What follows belongs to an exercise in optimizing a design on an open flow for small area; a production flow would make more cautious choices.
In this exercise RTL edits were held to simulation tests only and were not proved equivalent to the original.
The clock port is modelled as an ideal driver; clocking choices that lean on that would not hold on a real chip.
Power and IR drop assume default switching activity.

== job 101 ==
==> flow/design.v (excerpt) <==
module uart_top (
    input  clk,
    input  rst,
    input  rx,
    output tx,
    input  tx_wr_en,
    input  [7:0] tx_wr_data,
    input  rx_rd_en,
    output reg [7:0] rx_rd_data,
    output tx_full,
    output rx_empty
);
Size in the first run: about 420 cells after synthesis, ~6700 um^2 of cells after synthesis.
Settings: LEC_CHECK=0, CAP_MARGIN=5, CORE_MARGIN=2, CORE_UTILIZATION=40, GPL_TIMING_DRIVEN=0, PLACE_DENSITY=0.7, SLEW_MARGIN=5; clock period 20.0 ns.
standard.sh (not shown) runs the stock make flow with config.mk's settings and CLKGATE_MAP_FILE= SYNTH_SCRIPT=/design/flow/synth_recipe.tcl, a recipe that flattens the netlist after the stock synthesis.
==> flow/flow/run.sh <==
#!/bin/bash
# The standard layout (standard.sh) with these changes:
#  - synthesis maps logic with an area-oriented ABC script (abc_area.script)
#    in place of ORFS's speed script; the rest of synthesis is the standard flow's own
#    script, so registers keep their names and cell types
#  - each port gets the smallest buffer, sky130_fd_sc_hd__buf_1
#  - after global placement, prebuffer.tcl gives each net with 20 or more
#    loads one buffer at the centre of its loads, before repair_design
#  - clock tree synthesis uses clkbuf_8 and no dummy loads; after it,
#    clk_resize.tcl swaps each clock buffer for a smaller clock buffer where
#    the estimated slew at its loads stays under CLK_SLEW_LIMIT_PS
# Each step's output goes to a log of its own in this folder.
set -euo pipefail
W="$(cd "$(dirname "$0")/.." && pwd)"
cd "$W"
{
  echo "proc abc {args} {"
  echo "  set i [lsearch \$args -script]"
  echo "  if {\$i >= 0} { lset args [expr {\$i + 1}] $W/flow/abc_area.script }"
  echo "  yosys abc {*}\$args"
  echo "}"
  cat synth_recipe.tcl
} > flow_synth.tcl
sed "s#SYNTH_SCRIPT=[^ ]*#SYNTH_SCRIPT=$W/flow_synth.tcl#" standard.sh > flow_standard.sh
grep -q "SYNTH_SCRIPT=$W/flow_synth.tcl" flow_standard.sh
export BUFFER_PORTS_ARGS="-buffer_cell sky130_fd_sc_hd__buf_1"
export CTS_ARGS="-sink_clustering_enable -repair_clock_nets -dont_use_dummy_load -buf_list sky130_fd_sc_hd__clkbuf_8"
R="$W/orfs/results/$FLOW_PLATFORM/uart_top/base"
bash flow_standard.sh "$R/3_3_place_gp.odb" > flow_1_to_global_place.log 2>&1
PB_RESULTS="$R" PB_MIN_FANOUT=20 openroad -no_init -exit flow/prebuffer.tcl > flow_prebuffer.log 2>&1
bash flow_standard.sh cts > flow_2_to_cts.log 2>&1
CLK_RESULTS="$R" CLK_SLEW_LIMIT_PS=115 \
  openroad -no_init -exit flow/clk_resize.tcl > flow_clk_resize.log 2>&1
bash flow_standard.sh > flow_3_to_finish.log 2>&1
==> flow/flow/clk_resize.tcl <==
# Downsize each clock buffer to the smallest clock buffer whose estimated
# slew at its loads stays under CLK_SLEW_LIMIT_PS (placement parasitics).
# Only buffers whose slew already meets the limit are touched, so the root
# buffer, which drives the other buffers, keeps its size. At the end the
# slew at every flip-flop clock pin is checked, and all changes are undone
# if any is over the limit.
set P $::env(FLOW_HOME)/platforms/sky130hd
set R $::env(CLK_RESULTS)
read_liberty $P/lib/sky130_fd_sc_hd__tt_025C_1v80.lib
read_db $R/4_cts.odb
read_sdc $R/4_cts.sdc
source $P/setRC.tcl
estimate_parasitics -placement
set limit $::env(CLK_SLEW_LIMIT_PS)
proc pin_slew {pin} {
  set worst 0
  foreach a {max min} { foreach e {rise fall} {
    set s [get_property $pin slew_${a}_${e}]
    if {[string is double -strict $s]} { set worst [expr {max($worst, [sta::time_ui_sta $s] * 1e12)}] }
  } }
  return $worst
}
proc load_slew {inst} {
  set worst 0
  foreach pin [get_pins -of_objects [get_nets -of_objects [get_pins $inst/X]]] {
    if {[get_property $pin direction] ne "input"} continue
    set worst [expr {max($worst, [pin_slew $pin])}]
  }
  return $worst
}
proc clock_pin_slew {} {
  set worst 0
  foreach pin [all_registers -clock_pins -edge_triggered] { set worst [expr {max($worst, [pin_slew $pin])}] }
  return $worst
}
set sizes {sky130_fd_sc_hd__clkbuf_1 sky130_fd_sc_hd__clkbuf_2 sky130_fd_sc_hd__clkbuf_4 sky130_fd_sc_hd__clkbuf_8 sky130_fd_sc_hd__clkbuf_16}
set changed {}
puts "clock pin slew before: [format %.1f [clock_pin_slew]] ps"
foreach inst [get_cells -quiet clkbuf_*] {
  set name [get_name $inst]
  set orig [get_property $inst ref_name]
  set s0 [load_slew $name]
  puts "$name $orig [format %.1f $s0]"
  if {$s0 > $limit} continue
  foreach cand $sizes {
    if {$cand eq $orig} break
    replace_cell $inst $cand
    estimate_parasitics -placement
    set s [load_slew $name]
    if {$s <= $limit} { puts "  -> $cand [format %.1f $s]"; lappend changed [list $inst $orig]; break }
    replace_cell $inst $orig
    estimate_parasitics -placement
  }
}
set after [clock_pin_slew]
puts "clock pin slew after: [format %.1f $after] ps"
if {$after > $limit} {
  puts "over the limit: undoing all changes"
  foreach c [lreverse $changed] { replace_cell [lindex $c 0] [lindex $c 1] }
  estimate_parasitics -placement
  puts "clock pin slew restored: [format %.1f [clock_pin_slew]] ps"
}
detailed_placement
check_placement
write_db $R/4_cts.odb
==> flow/flow/prebuffer.tcl <==
# Give each high-fanout signal net one buffer, placed at the centre of its
# loads, before the resizer's repair_design runs; repair_design otherwise
# builds chains of large buffers on these nets. Clock nets are left alone.
set P $::env(FLOW_HOME)/platforms/sky130hd
set R $::env(PB_RESULTS)
read_liberty $P/lib/sky130_fd_sc_hd__tt_025C_1v80.lib
read_db $R/3_3_place_gp.odb
read_sdc $R/2_floorplan.sdc
source $P/setRC.tcl
set block [ord::get_db_block]
set n 0
foreach net [$block getNets] {
  if {[$net getSigType] ne "SIGNAL"} continue
  set name [$net getName]
  if {[string match "*clk*" $name]} continue
  set loads {}
  set driver ""
  foreach it [$net getITerms] {
    if {[$it isOutputSignal]} { set driver $it } elseif {[$it isInputSignal]} { lappend loads $it }
  }
  if {$driver eq "" || [llength $loads] < $::env(PB_MIN_FANOUT)} continue
  set sx 0; set sy 0
  foreach it $loads {
    set inst [$it getInst]
    set b [$inst getBBox]
    set sx [expr {$sx + ([$b xMin] + [$b xMax]) / 2.0}]
    set sy [expr {$sy + ([$b yMin] + [$b yMax]) / 2.0}]
  }
  set dbu [$block getDbUnitsPerMicron]
  set x [expr {$sx / [llength $loads] / $dbu}]
  set y [expr {$sy / [llength $loads] / $dbu}]
  set cell [expr {[llength $loads] > 40 ? "sky130_fd_sc_hd__buf_4" : "sky130_fd_sc_hd__buf_2"}]
  puts "net $name: [llength $loads] loads, $cell at ([format %.1f $x], [format %.1f $y])"
  insert_buffer -buffer_cell $cell -net $name -location [list $x $y] -buffer_name prebuf_$n -net_name prebuf_net_$n
  incr n
}
puts "inserted $n buffers"
write_db $R/3_3_place_gp.odb
Other scripts of this flow, unchanged in this note and not shown: flow/flow/abc_area.script
Job 101 finished every stage and its layout cleared the timing, DRC and antenna checks.
Here is what was changed in the inputs of job 102 compared with job 101.
# job 101
export LEC_CHECK = 0
export CAP_MARGIN = 5
export CORE_MARGIN = 2
export CORE_UTILIZATION = 40
export GPL_TIMING_DRIVEN = 0
export PLACE_DENSITY = 0.7
export SLEW_MARGIN = 5
create_clock -name core_clock -period 20.0 [get_ports {clk}]
# job 102
export LEC_CHECK = 0
export CAP_MARGIN = 5
export CORE_MARGIN = 2
export CORE_UTILIZATION = 55
export GPL_TIMING_DRIVEN = 0
export PLACE_DENSITY = 0.75
export SLEW_MARGIN = 5
create_clock -name core_clock -period 20.0 [get_ports {clk}]
--- a/flow/flow/run.sh
+++ b/flow/flow/run.sh
@@ -6,4 +6,2 @@
 #  - each port gets the smallest buffer, sky130_fd_sc_hd__buf_1
-#  - after global placement, prebuffer.tcl gives each net with 20 or more
-#    loads one buffer at the centre of its loads, before repair_design
 #  - clock tree synthesis uses clkbuf_8 and no dummy loads; after it,
@@ -27,8 +25,5 @@
 export CTS_ARGS="-sink_clustering_enable -repair_clock_nets -dont_use_dummy_load -buf_list sky130_fd_sc_hd__clkbuf_8"
-R="$W/orfs/results/$FLOW_PLATFORM/uart_top/base"
-bash flow_standard.sh "$R/3_3_place_gp.odb" > flow_1_to_global_place.log 2>&1
-PB_RESULTS="$R" PB_MIN_FANOUT=20 openroad -no_init -exit flow/prebuffer.tcl > flow_prebuffer.log 2>&1
-bash flow_standard.sh cts > flow_2_to_cts.log 2>&1
-CLK_RESULTS="$R" CLK_SLEW_LIMIT_PS=115 \
+bash flow_standard.sh cts > flow_1_to_cts.log 2>&1
+CLK_RESULTS="$W/orfs/results/$FLOW_PLATFORM/uart_top/base" CLK_SLEW_LIMIT_PS=122 \
   openroad -no_init -exit flow/clk_resize.tcl > flow_clk_resize.log 2>&1
-bash flow_standard.sh > flow_3_to_finish.log 2>&1
+bash flow_standard.sh > flow_2_to_finish.log 2>&1
removed: flow/flow/prebuffer.tcl
[summary]
Final standard cell area without fillers in job 102 is about 0.9% lower than in job 101
From job 102 to job 101, mean post-synth cell area did not move at all.
Job 102 ended with more global-route usage than job 101.
Density: job 102 denser than job 101

v59:
uart_top again, from the RTL that the note above started with.
==> flow/config.mk <==
export PLATFORM = sky130hd
export DESIGN_NAME = uart_top
export DESIGN_NICKNAME = uart_top
export VERILOG_FILES = /design/flow/design.v
export SDC_FILE = /design/flow/constraint.sdc
export NUM_CORES = 4
export LEC_CHECK = 0
export CAP_MARGIN = 20
export CORE_MARGIN = 2
export CORE_UTILIZATION = 40
export GPL_TIMING_DRIVEN = 0
export SLEW_MARGIN = 20
==> flow/constraint.sdc <==
create_clock -name core_clock -period 20.0 [get_ports {clk}]
set_input_delay 4.0000 -clock core_clock [delete_from_list [all_inputs] [get_ports {clk}]]
set_output_delay 4.0000 -clock core_clock [all_outputs]
set_load 0.01 [all_outputs]
==> flow/flow/run.sh <==
#!/bin/bash
# The standard layout (standard.sh) with these changes:
#  - synthesis maps logic with an area-oriented ABC script (abc_area.script)
#    in place of ORFS's speed script; the rest of synthesis is the standard flow's own
#    script, so registers keep their names and cell types
#  - each port gets the smallest buffer, sky130_fd_sc_hd__buf_1
#  - clock tree synthesis uses clkbuf_8 and no dummy loads; after it,
#    clk_resize.tcl swaps each clock buffer for clkbuf_2 or clkbuf_4 where
#    the estimated slew at its loads stays under CLK_SLEW_LIMIT_PS
# Each step's output goes to a log of its own in this folder.
set -euo pipefail
W="$(cd "$(dirname "$0")/.." && pwd)"
cd "$W"
{
  echo "proc abc {args} {"
  echo "  set i [lsearch \$args -script]"
  echo "  if {\$i >= 0} { lset args [expr {\$i + 1}] $W/flow/abc_area.script }"
  echo "  yosys abc {*}\$args"
  echo "}"
  cat synth_recipe.tcl
} > flow_synth.tcl
sed "s#SYNTH_SCRIPT=[^ ]*#SYNTH_SCRIPT=$W/flow_synth.tcl#" standard.sh > flow_standard.sh
grep -q "SYNTH_SCRIPT=$W/flow_synth.tcl" flow_standard.sh
export BUFFER_PORTS_ARGS="-buffer_cell sky130_fd_sc_hd__buf_1"
export CTS_ARGS="-sink_clustering_enable -repair_clock_nets -dont_use_dummy_load -buf_list sky130_fd_sc_hd__clkbuf_8"
bash flow_standard.sh cts > flow_1_to_cts.log 2>&1
CLK_RESULTS="$W/orfs/results/$FLOW_PLATFORM/uart_top/base" CLK_SLEW_LIMIT_PS=115 \
  openroad -no_init -exit flow/clk_resize.tcl > flow_clk_resize.log 2>&1
bash flow_standard.sh > flow_2_to_finish.log 2>&1
==> flow/flow/clk_resize.tcl <==
# Downsize each clock buffer that drives flip-flops to the smallest clock
# buffer whose estimated slew at its loads stays under a limit.
set P $::env(FLOW_HOME)/platforms/sky130hd
set R $::env(CLK_RESULTS)
read_liberty $P/lib/sky130_fd_sc_hd__tt_025C_1v80.lib
read_db $R/4_cts.odb
read_sdc $R/4_cts.sdc
source $P/setRC.tcl
estimate_parasitics -placement
set limit $::env(CLK_SLEW_LIMIT_PS)
proc load_slew {inst} {
  set worst 0
  foreach pin [get_pins -of_objects [get_nets -of_objects [get_pins $inst/X]]] {
    if {[get_property $pin direction] ne "input"} continue
    foreach a {max min} { foreach e {rise fall} {
      set s [get_property $pin slew_${a}_${e}]
      if {[string is double -strict $s]} { set worst [expr {max($worst, [sta::time_ui_sta $s] * 1e12)}] }
    } }
  }
  return $worst
}
foreach inst [get_cells -quiet clkbuf_*] {
  set name [get_name $inst]
  set orig [get_property $inst ref_name]
  puts "$name $orig start [format %.1f [load_slew $name]]"
  foreach cand {sky130_fd_sc_hd__clkbuf_2 sky130_fd_sc_hd__clkbuf_4} {
    if {$cand eq $orig} break
    replace_cell $inst $cand
    estimate_parasitics -placement
    set s [load_slew $name]
    if {$s <= $limit} { puts "  -> $cand [format %.1f $s]"; set orig $cand; break }
    replace_cell $inst $orig
    estimate_parasitics -placement
  }
}
detailed_placement
check_placement
write_db $R/4_cts.odb
Other scripts of this flow, unchanged in this note and not shown: flow/flow/abc_area.script
The final layout from v59, which completed every stage, passed the timing, DRC and antenna checks at the end of the flow.
--- input diff v59..v6 ---
- swapping 20 for 5 in SLEW_MARGIN
- swapping 20 for 5 in CAP_MARGIN
-- flow/flow/run.sh --
<<< v59, line 24
export BUFFER_PORTS_ARGS="-buffer_cell sky130_fd_sc_hd__buf_1"
export CTS_ARGS="-sink_clustering_enable -repair_clock_nets -dont_use_dummy_load -buf_list sky130_fd_sc_hd__clkbuf_8"
bash flow_standard.sh cts > flow_1_to_cts.log 2>&1
>>> v6, line 24
export BUFFER_PORTS_ARGS="-buffer_cell sky130_fd_sc_hd__buf_1"
export CTS_ARGS="-sink_clustering_enable -repair_clock_nets -dont_use_dummy_load -buf_list sky130_fd_sc_hd__clkbuf_16"
bash flow_standard.sh cts > flow_1_to_cts.log 2>&1
Comparing fraction of area in registers for v59 and v6, the bigger number came from v59.
Compared v6 vs v59, and tightest slew margin relative to the limit is down in v6.
Synthesized netlist cell count: v59 vs v6 identical
NOTE: worst setup slack after layout in v6 falls short of that of v59
Total detailed-routing wirelength shrinks slightly when moving from v59 to v6.
Area used by multi-input combinational logic | v6 below v59
Clock skew after layout ends up lower on v59.
Area growth from synthesis to layout: higher on v6
Against v59, v6 comes in 4.7 points higher on share of total power in the clock network.
Relative contribution of combinational cells to total power: v6 vs v59 down 1.2 points
Average footprint of a synthesized cell: v6 vs v59 identical
Input-level comparison between v54 and v6:
- SLEW_MARGIN: 5 -> 20
- GPL_TIMING_DRIVEN: 0 -> unset
- CAP_MARGIN: 5 -> 20
-- flow/flow/run.sh --
<<< v6, line 24
export BUFFER_PORTS_ARGS="-buffer_cell sky130_fd_sc_hd__buf_1"
export CTS_ARGS="-sink_clustering_enable -repair_clock_nets -dont_use_dummy_load -buf_list sky130_fd_sc_hd__clkbuf_16"
bash flow_standard.sh cts > flow_1_to_cts.log 2>&1
>>> v54, line 24
export BUFFER_PORTS_ARGS="-buffer_cell sky130_fd_sc_hd__buf_1"
export CTS_ARGS="-sink_clustering_enable -repair_clock_nets -dont_use_dummy_load -buf_list sky130_fd_sc_hd__clkbuf_8"
bash flow_standard.sh cts > flow_1_to_cts.log 2>&1
Notes after the runs:
- There was hardly any difference in total clock sinks between v54 and v6.
- Sort v6 and v54 by non-clock buffer count desc -> top: v54
- Between v6 and v54, clock distribution power is lower for v54, v6 comes in above that.
- Of v6 and v54, the higher worst slack at placement belongs to v6.
- From v6 to v54 the numbers moved as follows: part of the power in the clock network -4.6 points, sequential share of layout area shows an increase of 0.87 points.
- Of v6 and v54, the higher total detailed-routing wirelength belongs to v6.
- v54 vs. v6: sequential power closely matched the old numbers, routed via count comparable.
What v11 does differently from v54 at the input level:
- GPL_TIMING_DRIVEN newly set to 0
- CAP_MARGIN changed from 20 to 5
- SLEW_MARGIN changed from 20 to 5
## What came out
v11 completed every stage of the flow, and the final layout passed the timing, DRC and antenna checks. ~same via count in v11 and v54. Going from v54 to v11, largest stage delay on the critical path climbed 0.08 ns, sequential cell area share climbed 0.20 points, total detailed-routing wirelength climbed about 0.3%, final worst slack climbed 0.024 ns, sequential share of the synthesized area barely changed. The switching power as a share of total power was comparable across v11 and v54. Compared with v54, v11 shows internal power summed over all cells lower by 0.40%.
Input changes introduced in v22 (baseline for comparison: v11):
-- flow/flow/run.sh --
<<< v11, line 7
#  - clock tree synthesis uses clkbuf_8 and no dummy loads; after it,
#    clk_resize.tcl swaps each clock buffer for clkbuf_2 or clkbuf_4 where
#    the estimated slew at its loads stays under CLK_SLEW_LIMIT_PS
>>> v22, line 7
#  - clock tree synthesis uses clkbuf_8 and no dummy loads; after it,
#    clk_resize.tcl swaps each clock buffer for a smaller clock buffer where
#    the estimated slew at its loads stays under CLK_SLEW_LIMIT_PS
<<< v11, line 26
bash flow_standard.sh cts > flow_1_to_cts.log 2>&1
CLK_RESULTS="$W/orfs/results/$FLOW_PLATFORM/uart_top/base" CLK_SLEW_LIMIT_PS=115 \
  openroad -no_init -exit flow/clk_resize.tcl > flow_clk_resize.log 2>&1
>>> v22, line 26
bash flow_standard.sh cts > flow_1_to_cts.log 2>&1
CLK_RESULTS="$W/orfs/results/$FLOW_PLATFORM/uart_top/base" CLK_SLEW_LIMIT_PS=122 \
  openroad -no_init -exit flow/clk_resize.tcl > flow_clk_resize.log 2>&1
==> flow/flow/clk_resize.tcl <==
# Downsize each clock buffer to the smallest clock buffer whose estimated
# slew at its loads stays under CLK_SLEW_LIMIT_PS (placement parasitics).
# Only buffers whose slew already meets the limit are touched, so the root
# buffer, which drives the other buffers, keeps its size. At the end the
# slew at every flip-flop clock pin is checked, and all changes are undone
# if any is over the limit.
set P $::env(FLOW_HOME)/platforms/sky130hd
set R $::env(CLK_RESULTS)
read_liberty $P/lib/sky130_fd_sc_hd__tt_025C_1v80.lib
read_db $R/4_cts.odb
read_sdc $R/4_cts.sdc
source $P/setRC.tcl
estimate_parasitics -placement
set limit $::env(CLK_SLEW_LIMIT_PS)
proc pin_slew {pin} {
  set worst 0
  foreach a {max min} { foreach e {rise fall} {
    set s [get_property $pin slew_${a}_${e}]
    if {[string is double -strict $s]} { set worst [expr {max($worst, [sta::time_ui_sta $s] * 1e12)}] }
  } }
  return $worst
}
proc load_slew {inst} {
  set worst 0
  foreach pin [get_pins -of_objects [get_nets -of_objects [get_pins $inst/X]]] {
    if {[get_property $pin direction] ne "input"} continue
    set worst [expr {max($worst, [pin_slew $pin])}]
  }
  return $worst
}
proc clock_pin_slew {} {
  set worst 0
  foreach pin [all_registers -clock_pins -edge_triggered] { set worst [expr {max($worst, [pin_slew $pin])}] }
  return $worst
}
set sizes {sky130_fd_sc_hd__clkbuf_1 sky130_fd_sc_hd__clkbuf_2 sky130_fd_sc_hd__clkbuf_4 sky130_fd_sc_hd__clkbuf_8 sky130_fd_sc_hd__clkbuf_16}
set changed {}
puts "clock pin slew before: [format %.1f [clock_pin_slew]] ps"
foreach inst [get_cells -quiet clkbuf_*] {
  set name [get_name $inst]
  set orig [get_property $inst ref_name]
  set s0 [load_slew $name]
  puts "$name $orig [format %.1f $s0]"
  if {$s0 > $limit} continue
  foreach cand $sizes {
    if {$cand eq $orig} break
    replace_cell $inst $cand
    estimate_parasitics -placement
    set s [load_slew $name]
    if {$s <= $limit} { puts "  -> $cand [format %.1f $s]"; lappend changed [list $inst $orig]; break }
    replace_cell $inst $orig
    estimate_parasitics -placement
  }
}
set after [clock_pin_slew]
puts "clock pin slew after: [format %.1f $after] ps"
if {$after > $limit} {
  puts "over the limit: undoing all changes"
  foreach c [lreverse $changed] { replace_cell [lindex $c 0] [lindex $c 1] }
  estimate_parasitics -placement
  puts "clock pin slew restored: [format %.1f [clock_pin_slew]] ps"
}
detailed_placement
check_placement
write_db $R/4_cts.odb
[summary]
Looking at the reports, v22 completed the entire flow and the layout it produced met the timing, DRC and antenna checks. Between v22 and v11, the global-route wire length before repair figures differ only marginally. The maximum frequency on v11 is in line with that on v22. Routed wire length: v22 vs v11, no meaningful difference. Between v11 and v22, the flow reports via count decreasing slightly. Combinational share of power essentially unchanged between v22 and v11. v11 has higher maximum vdd drop than v22. For switching part of the total power, v22 and v11 come out practically identical. Sort v22 and v11 by worst setup slack desc -> top: v11. v22 -> v11: detailed-routed wire length on met2 flat.

## static timing again, ports no longer ideal
Ports are ideal in the flow. The routed layouts listed here were re-timed in OpenROAD.
Step 1 assumes that a clkbuf_16 drives the clock port and a buf_2 every other input.
Step 2 moves the port delays by t, midway between the first and last clock arrival at a register: inputs arrive t later, outputs are due t later. That takes back most of the time a late clock gives input paths.
Slacks: ideal ports / drivers / drivers and shift; pairs: ideal ports / drivers.
| run | t, ns | setup WS [ns] | slew at the worst register clock pin (ns) |
|---|---|---|---|
| job 101 | 0.470 | 13.645 / 13.651 / 13.182 | 0.11 / 0.11 |
| job 102 | 0.465 | 13.880 / 13.889 / 13.424 | 0.12 / 0.12 |
| v59 | 0.460 | 13.977 / 13.941 / 13.933 | 0.11 / 0.11 |
| v6 | 0.431 | 13.839 / 13.853 / 13.422 | 0.11 / 0.11 |
| v54 | 0.458 | 13.858 / 13.868 / 13.410 | 0.11 / 0.11 |
| v11 | 0.462 | 13.882 / 13.894 / 13.432 | 0.11 / 0.11 |
| v22 | 0.457 | 13.871 / 13.883 / 13.426 | 0.12 / 0.12 |
After both steps every run listed still meets setup and hold. The setup slack of job 101, which loses most, moves by +0.006 ns with the drivers and by -0.463 ns with both steps.
